Context: an optimization exercise on an open-source flow, tuned for small area. The choices shown serve that exercise and are no tape-out recipe. The RTL was checked by simulation tests, not by an equivalence proof against the original design. Power figures rest on the tool's default switching activity, not on a simulated workload.

`design.v`:
```
module Game_trinity (SW, B1, B2, CLK, RST, LED, HEX0, HEX1, HEX2, HEX3, HEX4, HEX5);
input [9:0] SW;
input B1, CLK, B2, RST;
output [0:6] HEX0, HEX1, HEX2, HEX3, HEX4, HEX5;
output [9:0] LED;
wire [17:0] V;
wire [3:0] count, set_count, d;
wire W, R_PS, reset;
randomV vector (RST, R_PS, d, CLK, V);
timer t (RST, set_count, CLK, count, LED);													 
GM1 G (RST, reset, SW[5:0], count, CLK, V, W);
controller CC (RST, V, B1, B2, W, CLK, count, SW[9:0], set_count, R_PS, reset, d, HEX0, HEX1, HEX2, HEX3, HEX4, HEX5);
endmodule
module controller(RST, V, B1, B2, W, CLK, count, SW, set_count, R_PS, reset, d, HEX0, HEX1, HEX2, HEX3, HEX4, HEX5);
input RST;
input [17:0] V;
input [9:0] SW;
input [3:0] count;
input B1, B2, W, CLK;
output reg R_PS, reset;
output reg [3:0] set_count, d;
output reg [0:6] HEX0, HEX1, HEX2, HEX3, HEX4, HEX5;
parameter [2:0] S0 = 3'd0, S1 = 3'd1, S2 = 3'd2, S3 = 3'd3;
reg cp, off_c, sp, off_s, sp_q, S, T;
reg [3:0] Hscore_1, Hscore_2, Hscore_3, Hscore_4, read, x, score;
reg [1:0] PS, NS;
integer count_c;
integer count_s;
wire ON_c = ~off_c;
wire ON_s = ~off_s;
always @ (posedge CLK)
if (RST) begin x <= 4'd2; d <= 4'd1; end
else if (score == 4'd0 & PS == S0)
begin
	if(SW[7] == 0 & SW[6] == 0) begin x <= 4'd2; d <= 4'd1; end 		 
	else if(SW[7] == 0 & SW[6] == 1) begin x <= 4'd4; d <= 4'd2; end	 
	else if(SW[7] == 1 & SW[6] == 0) begin x <= 4'd6; d <= 4'd3; end  
	else if(SW[7] == 1 & SW[6] == 1) begin x <= 4'd8; d <= 4'd4; end  
end
always @ (posedge CLK)
if (RST) begin off_c <= 0; count_c <= 0; cp <= 0; end
else if (count != 0)  off_c <= 0;				 
else
begin
	if ((ON_c == 1) &&  (count_c <5))
	begin
	 count_c <= count_c +1;
	 cp <= 1;
	end
	 else if ( (count_c == 5) && (ON_c == 1))
	 begin
	  count_c <= 0;
	  cp <= 0;
	  off_c <= 1;
	 end
end
always @ (posedge CLK)
if (RST) begin off_s <= 0; count_s <= 0; sp <= 0; end
else if (S == 0)  off_s <= 0;				 
else
begin
	if ((ON_s == 1) &&  (count_s <5))
	begin
	 count_s <= count_s +1;
	 sp <= 1;
	end
	 else if ( (count_s == 5) && (ON_s == 1))
	 begin
	  count_s <= 0;
	  sp <= 0;
	  off_s <= 1;
	 end
end
always @ (posedge CLK)		 
if (RST) begin
	sp_q <= 0; score <= 4'd0;
	Hscore_1 <= 4'd0; Hscore_2 <= 4'd0; Hscore_3 <= 4'd0; Hscore_4 <= 4'd0;
end
else
begin
	sp_q <= sp;
	if (sp & !sp_q)		 
	begin
		if(T & d == 1 & Hscore_1 <= score) Hscore_1 <= score;
		else if(T & d == 2 & Hscore_2 <= score) Hscore_2 <= score;
		else if(T & d == 3 & Hscore_3 <= score) Hscore_3 <= score;
		else if(T & d == 4 & Hscore_4 <= score) Hscore_4 <= score;
		else if(!T) score <= score + 4'd1;
		if(T) score <= 4'd0;
	end
end
always @ (SW[9], SW[8], Hscore_1, Hscore_2, Hscore_3, Hscore_4)			 
begin
	if(SW[9] == 0 & SW[8] == 0) read = Hscore_1;
	else if(SW[9] == 0 & SW[8] == 1) read = Hscore_2;
	else if(SW[9] == 1 & SW[8] == 0) read = Hscore_3;
	else read = Hscore_4;
end
always @ (V, PS, cp, SW[9:0], B1, W, score, B2, read, x, count)
begin
	NS = PS;
	case(PS)
	S0: begin																	 
			set_count = 0;
			R_PS = 0;
			reset = 1;
			S = 0;
			T = 0;
			if(B2)
			begin
				HEX0 = 7'h7E; HEX1 = 7'h7E; HEX2 = 7'h7E; HEX3 = 7'h7E; HEX4 = 7'h7E;
				case (score)  
				0: HEX5 = 7'h01;
				1: HEX5 = 7'h4F;
				2: HEX5 = 7'h12;
				3: HEX5 = 7'h06;
				4: HEX5 = 7'h4C;
				5: HEX5 = 7'h24;
				6: HEX5 = 7'h20;
				7: HEX5 = 7'h0F;
				8: HEX5 = 7'h00;
				9: HEX5 = 7'h04;
				default: HEX5 = 7'h7F;
				endcase
			end
			else begin
				HEX5 = 7'h42; HEX4 = 7'h7E; HEX2 = 7'h7E; HEX1 = 7'h7E; HEX0 = 7'h7E;
				case (read)  
				0: HEX3 = 7'h01;
				1: HEX3 = 7'h4F;
				2: HEX3 = 7'h12;
				3: HEX3 = 7'h06;
				4: HEX3 = 7'h4C;
				5: HEX3 = 7'h24;
				6: HEX3 = 7'h20;
				7: HEX3 = 7'h0F;
				8: HEX3 = 7'h00;
				9: HEX3 = 7'h04;
				default: HEX3 = 7'h7F;
				endcase
			end
			if(!B1 & !W) NS = S1; else NS = S0;
		 end
	S1: begin															 
			set_count = x;  
			R_PS = 1;
			reset = 0;
			case (V[2:0])  
			0: HEX0 = 7'h01;
			1: HEX0 = 7'h4F;
			2: HEX0 = 7'h12;
			3: HEX0 = 7'h06;
			4: HEX0 = 7'h4C;
			5: HEX0 = 7'h24;
			6: HEX0 = 7'h20;
			7: HEX0 = 7'h0F;
			default: HEX0 = 7'h7F;
			endcase
			case (V[5:3])	 
			0: HEX1 = 7'h01;
			1: HEX1 = 7'h4F;
			2: HEX1 = 7'h12;
			3: HEX1 = 7'h06;
			4: HEX1 = 7'h4C;
			5: HEX1 = 7'h24;
			6: HEX1 = 7'h20;
			7: HEX1 = 7'h0F;
			default: HEX1 = 7'h7F;
			endcase
			case (V[8:6])	 
			0: HEX2 = 7'h01;
			1: HEX2 = 7'h4F;
			2: HEX2 = 7'h12;
			3: HEX2 = 7'h06;
			4: HEX2 = 7'h4C;
			5: HEX2 = 7'h24;
			6: HEX2 = 7'h20;
			7: HEX2 = 7'h0F;
			default: HEX2 = 7'h7F;
			endcase
			case (V[11:9])	 
			0: HEX3 = 7'h01;
			1: HEX3 = 7'h4F;
			2: HEX3 = 7'h12;
			3: HEX3 = 7'h06;
			4: HEX3 = 7'h4C;
			5: HEX3 = 7'h24;
			6: HEX3 = 7'h20;
			7: HEX3 = 7'h0F;
			default: HEX3 = 7'h7F;
			endcase
			case (V[14:12])	 
			0: HEX4 = 7'h01;
			1: HEX4 = 7'h4F;
			2: HEX4 = 7'h12;
			3: HEX4 = 7'h06;
			4: HEX4 = 7'h4C;
			5: HEX4 = 7'h24;
			6: HEX4 = 7'h20;
			7: HEX4 = 7'h0F;
			default: HEX4 = 7'h7F;
			endcase
			case (V[17:15])	 
			0: HEX5 = 7'h01;
			1: HEX5 = 7'h4F;
			2: HEX5 = 7'h12;
			3: HEX5 = 7'h06;
			4: HEX5 = 7'h4C;
			5: HEX5 = 7'h24;
			6: HEX5 = 7'h20;
			7: HEX5 = 7'h0F;
			default: HEX5 = 7'h7F;
			endcase
			S = 0;
			T = 0;
			if(W) NS = S2;
			if(cp) NS = S3;
		 end
	S2: begin											 
			set_count = 0;
			R_PS = 0;
			reset = 0;
			HEX0 = 7'h3F; HEX1 = 7'h3F; HEX2 = 7'h3F; HEX3 = 7'h3F; HEX4 = 7'h3F; HEX5 = 7'h3F;
			S = 1;
			T = 0;
			if(SW[5:0] == 5'd0 & count == 0) NS = S0;
		 end
	default: begin									 
			set_count = 0;
			R_PS = 0;
			reset = 0;
			HEX0 = 7'h77; HEX1 = 7'h77; HEX2 = 7'h77; HEX3 = 7'h77; HEX4 = 7'h77; HEX5 = 7'h77;
			S = 1;
			T = 1;
			if(SW[5:0] == 5'd0 & count == 0) NS = S0;
		 end
	endcase
end
always @ (posedge CLK)			 
begin
	if (RST) PS <= S0;
	else PS <= NS;
end
endmodule
module randomV (RST, R_PS, d, CLK, V);
input RST, R_PS, CLK;
input [3:0] d;
output reg [17:0] V;
parameter DIV = 2500;			 
reg [3:0] H;
reg [3:0] H0;
reg [3:0] H_n, H0_n;
reg sclk;
reg [4:0] A;
reg [3:0] B;
integer count;
wire S;
wire tick;
assign S = R_PS;
assign tick = (count >= DIV) & ~sclk;			 
always @ (posedge CLK)							 
if (RST) begin count <= 0; sclk <= 0; end
else if (count < DIV) count <= count +1;
else begin
	count <= 0;
	sclk <= ~sclk;
end
always @ (posedge CLK) 						 
if (RST) begin A <= 5'b10000; B <= 4'd0; H0 <= 4'd0; H <= 4'd0; V <= 18'o000123; end
else if (tick)
begin
	H0_n = H0;
	A <= {A[2]^A[0],A[4:1]};
	if (A[4:1] > 4'b1001) B <= A[4:1] - 10;
	else
	begin
		B <= A[4:1];
		case (B)
		0: H0_n = 4'd0;
		1: H0_n = 4'd1;
		2: H0_n = 4'd2;
		3: H0_n = 4'd3;
		4: H0_n = 4'd4;
		5: H0_n = 4'd5;
		6: H0_n = 4'd6;
		7: H0_n = 4'd7;
		8: H0_n = 4'd8;
		9: H0_n = 4'd9;
		default: H0_n = 4'd0;
		endcase
	end
	H0 <= H0_n;
	H_n = H;
	if(!S) H_n = H0_n; 	 
	H <= H_n;
	if (d == 4'd1)  
	begin
		case(H_n)
		0: V <= 18'o000123;
		1: V <= 18'o000132;
		2: V <= 18'o000213;
		3: V <= 18'o000231;
		4: V <= 18'o000321;
		5: V <= 18'o000312;
		6: V <= 18'o000312;
		7: V <= 18'o000132;
		8: V <= 18'o000213;
		9: V <= 18'o000231;
		default: V <= 18'o000123;
		endcase
	end
	else if (d == 4'd2)   
	begin
		case(H_n)
		0: V <= 18'o003421;
		1: V <= 18'o001234;
		2: V <= 18'o001342;
		3: V <= 18'o001432;
		4: V <= 18'o002413;
		5: V <= 18'o002143;
		6: V <= 18'o003124;
		7: V <= 18'o003214;
		8: V <= 18'o004321;
		9: V <= 18'o004213;
		default: V <= 18'o001234;
		endcase
	end
	else if (d == 4'd3)  
	begin
		case(H_n)
		0: V <= 18'o012345;
		1: V <= 18'o014532;
		2: V <= 18'o025143;
		3: V <= 18'o021354;
		4: V <= 18'o032145;
		5: V <= 18'o035241;
		6: V <= 18'o042513;
		7: V <= 18'o043125;
		8: V <= 18'o054312;
		9: V <= 18'o051243;
		default: V <= 18'o012345;
		endcase
	end
	else if (d == 4'd4)  
	begin
		case(H_n)
		0: V <= 18'o124365;
		1: V <= 18'o231546;
		2: V <= 18'o254631;
		3: V <= 18'o342156;
		4: V <= 18'o364521;
		5: V <= 18'o465312;
		6: V <= 18'o412536;
		7: V <= 18'o541236;
		8: V <= 18'o654321;
		9: V <= 18'o621345;
		default: V <= 18'o621345;
		endcase
	end
end
endmodule
module timer(RST, set_count, CLK, count, LED);
input RST;
input [3:0] set_count;
input CLK;
output reg [9:0] LED;
output reg [3:0] count;
parameter DIV = 1250;			 
integer J;
reg SCLK;
wire tick;
assign tick = (J >= DIV) & ~SCLK;			 
always @ (posedge CLK) 				 
if (RST) begin J <= 0; SCLK <= 0; end
else if(J < DIV) J <= J+1;
else
begin
	J <= 0;
	SCLK <= ~SCLK;
end
always @ (posedge CLK)				 
if (RST) count <= 4'd0;
else if (tick)
begin
	count <= set_count;
	if(count != 0) count <= count - 4'd1;
end
always @ (count)				 
begin
	case(count)
	10: LED = 10'h3FF;
	9: LED = 10'h1FF;
	8: LED = 10'h0FF;
	7: LED = 10'h07F;
	6: LED = 10'h03F;
	5: LED = 10'h01F;
	4: LED = 10'h00F;
	3: LED = 10'h007;
	2: LED = 10'h003;
	1: LED = 10'h001;
	0: LED = 10'h000;
	default: LED = 10'h111;
	endcase
end
endmodule
module GM1 (RST, reset, SW, count, CLK, V, W);
input [5:0] SW;
input [17:0] V;
input [3:0] count;
input CLK, reset, RST;
output reg W;
parameter DIV = 140;			 
reg ap, bp, cp, dp, ep, fp, sp;
reg ap_q, bp_q, cp_q, dp_q, ep_q, fp_q, sp_q;
reg [2:0] Y;
reg [2:0] A, B, C, D, E, F;
wire [17:0] SET;
wire S;
reg slow_clk;
integer j;
wire tick;
integer count_a, count_b, count_c, count_d, count_e, count_f, count_s;
reg off_a, off_b, off_c, off_d, off_e, off_f, off_s;
wire ON_a = ~off_a, ON_b = ~off_b, ON_c = ~off_c, ON_d = ~off_d, ON_e = ~off_e, ON_f = ~off_f, ON_s = ~off_s;	 
assign tick = (j >= DIV) & ~slow_clk;		 
always @ (posedge CLK)						 
if (RST) begin j <= 0; slow_clk <= 0; end
else if (j < DIV) j <= j+1;
else begin
j <= 0;
slow_clk <= ~ slow_clk;
end
always @ (posedge CLK)				 
if (RST) begin off_a <= 0; count_a <= 0; ap <= 0; end
else if (tick)
begin
if (SW[0] == 0)  off_a <= 0;
else
begin
	if ((ON_a == 1) &&  (count_a <5))
	begin
	 count_a <= count_a +1;
	 ap <= 1;
	end
	 else if ( (count_a == 5) && (ON_a == 1))
	 begin
	  count_a <= 0;
	  ap <= 0;
	  off_a <= 1;
	 end
end
end
always @ (posedge CLK)				 
if (RST) begin off_b <= 0; count_b <= 0; bp <= 0; end
else if (tick)
begin
if (SW[1] == 0)  off_b <= 0;
else
begin
	if ((ON_b == 1) &&  (count_b <5))
	begin
	 count_b <= count_b +1;
	 bp <= 1;
	end
	 else if ( (count_b == 5) && (ON_b == 1))
	 begin
	  count_b <= 0;
	  bp <= 0;
	  off_b <= 1;
	 end
end
end
always @ (posedge CLK)				 
if (RST) begin off_c <= 0; count_c <= 0; cp <= 0; end
else if (tick)
begin
if (SW[2] == 0)  off_c <= 0;
else
begin
	if ((ON_c == 1) &&  (count_c <5))
	begin
	 count_c <= count_c +1;
	 cp <= 1;
	end
	 else if ( (count_c == 5) && (ON_c == 1))
	 begin
	  count_c <= 0;
	  cp <= 0;
	  off_c <= 1;
	 end
end
end
always @ (posedge CLK)				 
if (RST) begin off_d <= 0; count_d <= 0; dp <= 0; end
else if (tick)
begin
if (SW[3] == 0)  off_d <= 0;
else
begin
	if ((ON_d == 1) &&  (count_d <5))
	begin
	 count_d <= count_d +1;
	 dp <= 1;
	end
	 else if ( (count_d == 5) && (ON_d == 1))
	 begin
	  count_d <= 0;
	  dp <= 0;
	  off_d <= 1;
	 end
end
end
always @ (posedge CLK)				 
if (RST) begin off_e <= 0; count_e <= 0; ep <= 0; end
else if (tick)
begin
if (SW[4] == 0)  off_e <= 0;
else
begin
	if ((ON_e == 1) &&  (count_e <5))
	begin
	 count_e <= count_e +1;
	 ep <= 1;
	end
	 else if ( (count_e == 5) && (ON_e == 1))
	 begin
	  count_e <= 0;
	  ep <= 0;
	  off_e <= 1;
	 end
end
end
always @ (posedge CLK)				 
if (RST) begin off_f <= 0; count_f <= 0; fp <= 0; end
else if (tick)
begin
if (SW[5] == 0)  off_f <= 0;
else
begin
	if ((ON_f == 1) &&  (count_f <5))
	begin
	 count_f <= count_f +1;
	 fp <= 1;
	end
	 else if ( (count_f == 5) && (ON_f == 1))
	 begin
	  count_f <= 0;
	  fp <= 0;
	  off_f <= 1;
	 end
end
end
always @ (A, B, C, D, E, F)
begin
	if(A < F & B < F & C < F & D < F & E < F) Y = F;
	else if(A < E & B < E & C < E & D < E & F < E) Y = E;
	else if(A < D & B < D & C < D & E < D & F < D) Y = D;
	else if(A < C & B < C & E < C & D < C & F < C) Y = C;		 
	else if(A < B & E < B & C < B & D < B & F < B) Y = B;
	else if(E < A & B < A & C < A & D < A & F < A) Y = A;
	else Y = A;
end
always @ (posedge CLK)						 
if (RST) begin ap_q <= 0; bp_q <= 0; cp_q <= 0; dp_q <= 0; ep_q <= 0; fp_q <= 0; sp_q <= 0; end
else begin ap_q <= ap; bp_q <= bp; cp_q <= cp; dp_q <= dp; ep_q <= ep; fp_q <= fp; sp_q <= sp; end
always @ (posedge CLK)
begin
	if(RST | reset) A <= 0; else if (ap & !ap_q) A <= Y + 3'b001;		 
end
always @ (posedge CLK)
begin
	if(RST | reset) B <= 0; else if (bp & !bp_q) B <= Y + 3'b001;		 
end
always @ (posedge CLK)
begin
	if(RST | reset) C <= 0; else if (cp & !cp_q) C <= Y + 3'b001;		 
end
always @ (posedge CLK)
begin
	if(RST | reset) D <= 0; else if (dp & !dp_q) D <= Y + 3'b001;		 
end
always @ (posedge CLK)
begin
	if(RST | reset) E <= 0; else if (ep & !ep_q) E <= Y + 3'b001;		 
end
always @ (posedge CLK)
begin
	if(RST | reset) F <= 0; else if (fp & !fp_q) F <= Y + 3'b001;		 
end
assign SET = {F,E,D,C,B,A};
assign S = (SET[17:0] == V[17:0]);					 
always @ ( posedge CLK)
if (RST) begin off_s <= 0; count_s <= 0; sp <= 0; end
else if (S == 0)  off_s <= 0;								 
else														 
begin
	if ((ON_s == 1) &&  (count_s <5))
	begin
	 count_s <= count_s +1;
	 sp <= 1;
	end
	 else if ( (count_s == 5) && (ON_s == 1))
	 begin
	  count_s <= 0;
	  sp <= 0;
	  off_s <= 1;
	 end
	end
always @ (posedge CLK)
begin
	if(RST | reset) W <= 0;
	else if(sp & !sp_q & count != 0) W <= 1; 			 
end												 
endmodule
```
`run.sh`:
```
#!/bin/bash
# synth_recipe.tcl (not shown) runs the flow's synth.tcl, then flattens the netlist and writes it again
# the make line also repeats each setting of config.mk as NAME=value (left out here)
make -C /OpenROAD-flow-scripts/flow DESIGN_CONFIG=/design/flow/config.mk WORK_HOME=/design/flow/orfs CLKGATE_MAP_FILE= SYNTH_SCRIPT=/design/flow/synth_recipe.tcl finish
```
`config.mk`:
```
export PLATFORM = sky130hd
export DESIGN_NAME = Game_trinity
export DESIGN_NICKNAME = Game_trinity
export VERILOG_FILES = /design/flow/design.v
export SDC_FILE = /design/flow/constraint.sdc
export NUM_CORES = 4
export LEC_CHECK = 0
export CAP_MARGIN = 20
export CORE_MARGIN = 2
export CORE_UTILIZATION = 40
export PLACE_DENSITY = 0.6
export SLEW_MARGIN = 20
```
`constraint.sdc`:
```
create_clock -name core_clock -period 10.0 [get_ports {CLK}]
set_input_delay 2.0000 -clock core_clock [delete_from_list [all_inputs] [get_ports {CLK}]]
set_output_delay 2.0000 -clock core_clock [all_outputs]
set_load 0.01 [all_outputs]
```
==> results_dict.tcl <==
set metrics [dict create \
    first_iter_violations 1552 \
    hpwl_microns 48700 \
    rows 99 \
    synth_area_sq_mm 0.0296 \
    multi_input_area_sq_mm 0.0172 \
    cts_setup_buffers 0 \
    numCtsBuffers 67 \
    r2r_slack_ps 5020 \
    layout-drive-gt1-share_pct 5.70 \
    die_area_sq_mm 0.0762 \
    period_share_pct 65.3 \
    ant_nets 0 \
    critPathKind "in2out" \
    setup_tns_ps 0 \
    hp-start "G.fp$_SDFFE_PP0P_" \
    wl_per_cell_microns 15.5 \
    nNetsFinal 3800 \
    worstPathMaxFanout 7 \
    worstHoldPathCells 2 \
    synth_fp_nets 3788 \
    hp-class "reg2reg" \
    tightest_slew_ps 1060 \
    r2r-start "CC.PS[1]$_SDFFE_PP0P_" \
    hold_buffers 0 \
    synth-seq-area-share_pct 37.7 \
    htreeDepth 3 \
    startpoint_type "input pin" \
    synth.largest_area_cell "dfxtp_1" \
    synthTopCellsByArea "dfxtp_1, nor2_1, ha_1" \
    synthFlopType "dfxtp_1" \
    drc_errors 0 \
    p_per_area_mw_per_mm2 151 \
    crit_required_ps 8000 \
    gp_congestion 0.929 \
    cp.arrival_ps 4530 \
    path_clk_slew_ps 50 \
    grt_pass1_vias 23800 \
    grt_max_degree 74 \
    synthArstFlopShare_pct 0 \
    synth-seq-cells 558 \
    synth_edf_count 0 \
    gr-total-overflow 0 \
    leakage_nw 12.2 \
    die_w_microns 276 \
    drv_slew 0 \
    layout_setup_ws_ps 3470 \
    io_buffers 65 \
    synth_area_per_cell_sq_um 8.17 \
    synth.distinct_cells 96 \
    start_util_pct 40.5 \
    netlist_instances 3623 \
    clockBufferDepth 3 \
    rsz0062_at_grt "no" \
    ir_drop_v 0.000101 \
    area_growth_pct 12.4 \
    first_pass_iters 16 \
    fin_crit_ps 6530 \
    synthMostInstantiatedCell "dfxtp_1" \
    synth_top_area_share_pct 37.7 \
    worstRegToRegCells 17 \
    die_y_microns 276 \
    antenna_found_initial 1 \
    slew_headroom_pct 28.4 \
    skew_ps 24.6 \
    hold_end "G.fp_q$_SDFF_PP0_" \
    maxCapViolCount 0 \
    via_count 25400 \
    diodes 0 \
    clock-sinks 558 \
    coreArea_sq_mm 0.0731 \
    vias_per_cell 5.47 \
    wirelength_microns 72000 \
    finalSetupViolations 0 \
    fmax_ghz 0.153 \
    cts-resized-gates 0 \
    synthTopCellsByCount "dfxtp_1, nor2_1, nand2_1" \
    ios 66 \
    nFillCells 7253 \
    cts_root_buffer "clkbuf_16" \
    outcome "timing/DRC/antenna clean" \
    dp_slack_ps 3450 \
    hold_viol_final 0 \
    grt_pass1_wl_microns 121000 \
    seq_area_sq_mm 0.0112 \
    cts_tree "yes" \
    worstSetupEndpointType "primary output" \
    ys_warn_count 4 \
    grt_usage_pct 18.5 \
    clk_latency_ps 610 \
]
==> layer usage <==
metal	track usage, %	part of all wire, %	wire length (microns)	up-vias
met2	29.0	43	31300	465
met1	25.5	49	35500	11800
met4	6.09	2.7	1980	2
li1	-	-	-	12900
met3	3.38	4.5	3270	140
met5	0	0.018	13	-
==> where the power goes <==
| part | switching [mW] | internal (mW) | leakage (nW) |
|---|---|---|---|
| Clock | 0.975 | 1.44 | 1.09 |
| Combinational | 0.239 | 0.130 | 6.61 |
| Sequential | 0.0166 | 2.23 | 4.50 |
| Total | 1.23 | 3.80 | 12.2 |
==> cells by family after synthesis <==
kind of cell | synth area share (%)
buf+inv | 4.09
flops | 37.7
fa+ha+maj | 6.38
compound gates | 15.0
simple gates | 27.1
mux | 2.83
xor+xnor | 6.89
==> worst max-delay path: stages <==
cell             delay, ps
clkdlybuf4s50_1        600
mux4_2                 630
inv_1                  130
ha_1                   150
inv_1                   50
nand2_1                 40
o21ai_0                 70
o22ai_1                150
nand2_1                 60
o21ai_0                 70
nand2_1                 70
clkdlybuf4s50_1        500
==> how the worst max path moves through the flow <==
stage	slack (ps)	to	cells after the start	start
detailed placement	3450	HEX3[4]	12	SW[8]
CTS	3450	HEX3[4]	12	SW[8]
global placement	3440	HEX3[4]	12	SW[8]
global route	3270	HEX3[3]	10	SW[8]
finish	3470	HEX3[4]	12	SW[8]
floorplan	4680	HEX3[0]	6	SW[8]
==> cells in the final DEF, fill, tap and decap left out, types with 43 or more instances in the layout <==
cell type and instances:
nand2b_1 53, clkdlybuf4s50_1 64, a21oi_1 188, xnor2_1 91, nand3_1 181, mux2i_1 59
nor3_1 102, nand4_1 101, clkbuf_16 70, ha_1 151, xor2_1 142, nand2_1 258
inv_1 160, nor2b_1 43, a311oi_1 52, dfxtp_1 558, nor2_1 527, and3_1 87
o21ai_0 164, nor4_1 95
==> cell type report <==
| class | instances | share of cell area (%) |
|---|---|---|
| clock buffers | 100 | 6.11 |
| clock inverters | 17 | 0.444 |
| flip-flops and latches | 558 | 33.6 |
| repair buffers | 93 | 2.60 |
| inverters | 162 | 1.83 |
| well taps | 959 | 3.61 |
| multi-input cells | 2753 | 51.8 |
==> through the flow <==
stage	util [%]	hold WS, ps	instance area [sq um]	total power [mW]	std cells
final	45.5	457	33300	5.03	4642
after global routing	45.5	493	33300	5.22	4642
after CTS	45.5	463	33300	5.10	4642
after detailed placement	42.5	455	31100	2.66	4525
after global placement	42.5	445	31100	2.67	4525
after floorplan	-	428	29600	2.53	3623

==> port drivers added, routing unchanged <==
No port has a modelled driver above. Below, the same layout with a new extraction and two added sets of constraints. Step 1 sets driving cells, clkbuf_16 on the clock port and buf_2 on the other inputs (assumed; they add their load-dependent delay and slew). Step 2 times the ports against the registers' clock, not the clock port: input delays grow and output delays shrink by t, the midpoint of the rising clock arrivals with the driver on. Slacks: ideal ports / drivers / drivers and shift; pairs: ideal ports / drivers.
t (ns): 0.653
slack for setup (ns): 3.465 / 3.432 / 3.432
worst hold slack (ns): 0.457 / 0.457 / 0.457
worst data-port slew with drivers (ns): 0.06
After both steps setup and hold are still met in this run. For this run, drivers alone change the setup slack by -0.033 ns; drivers and shift together by -0.033 ns.
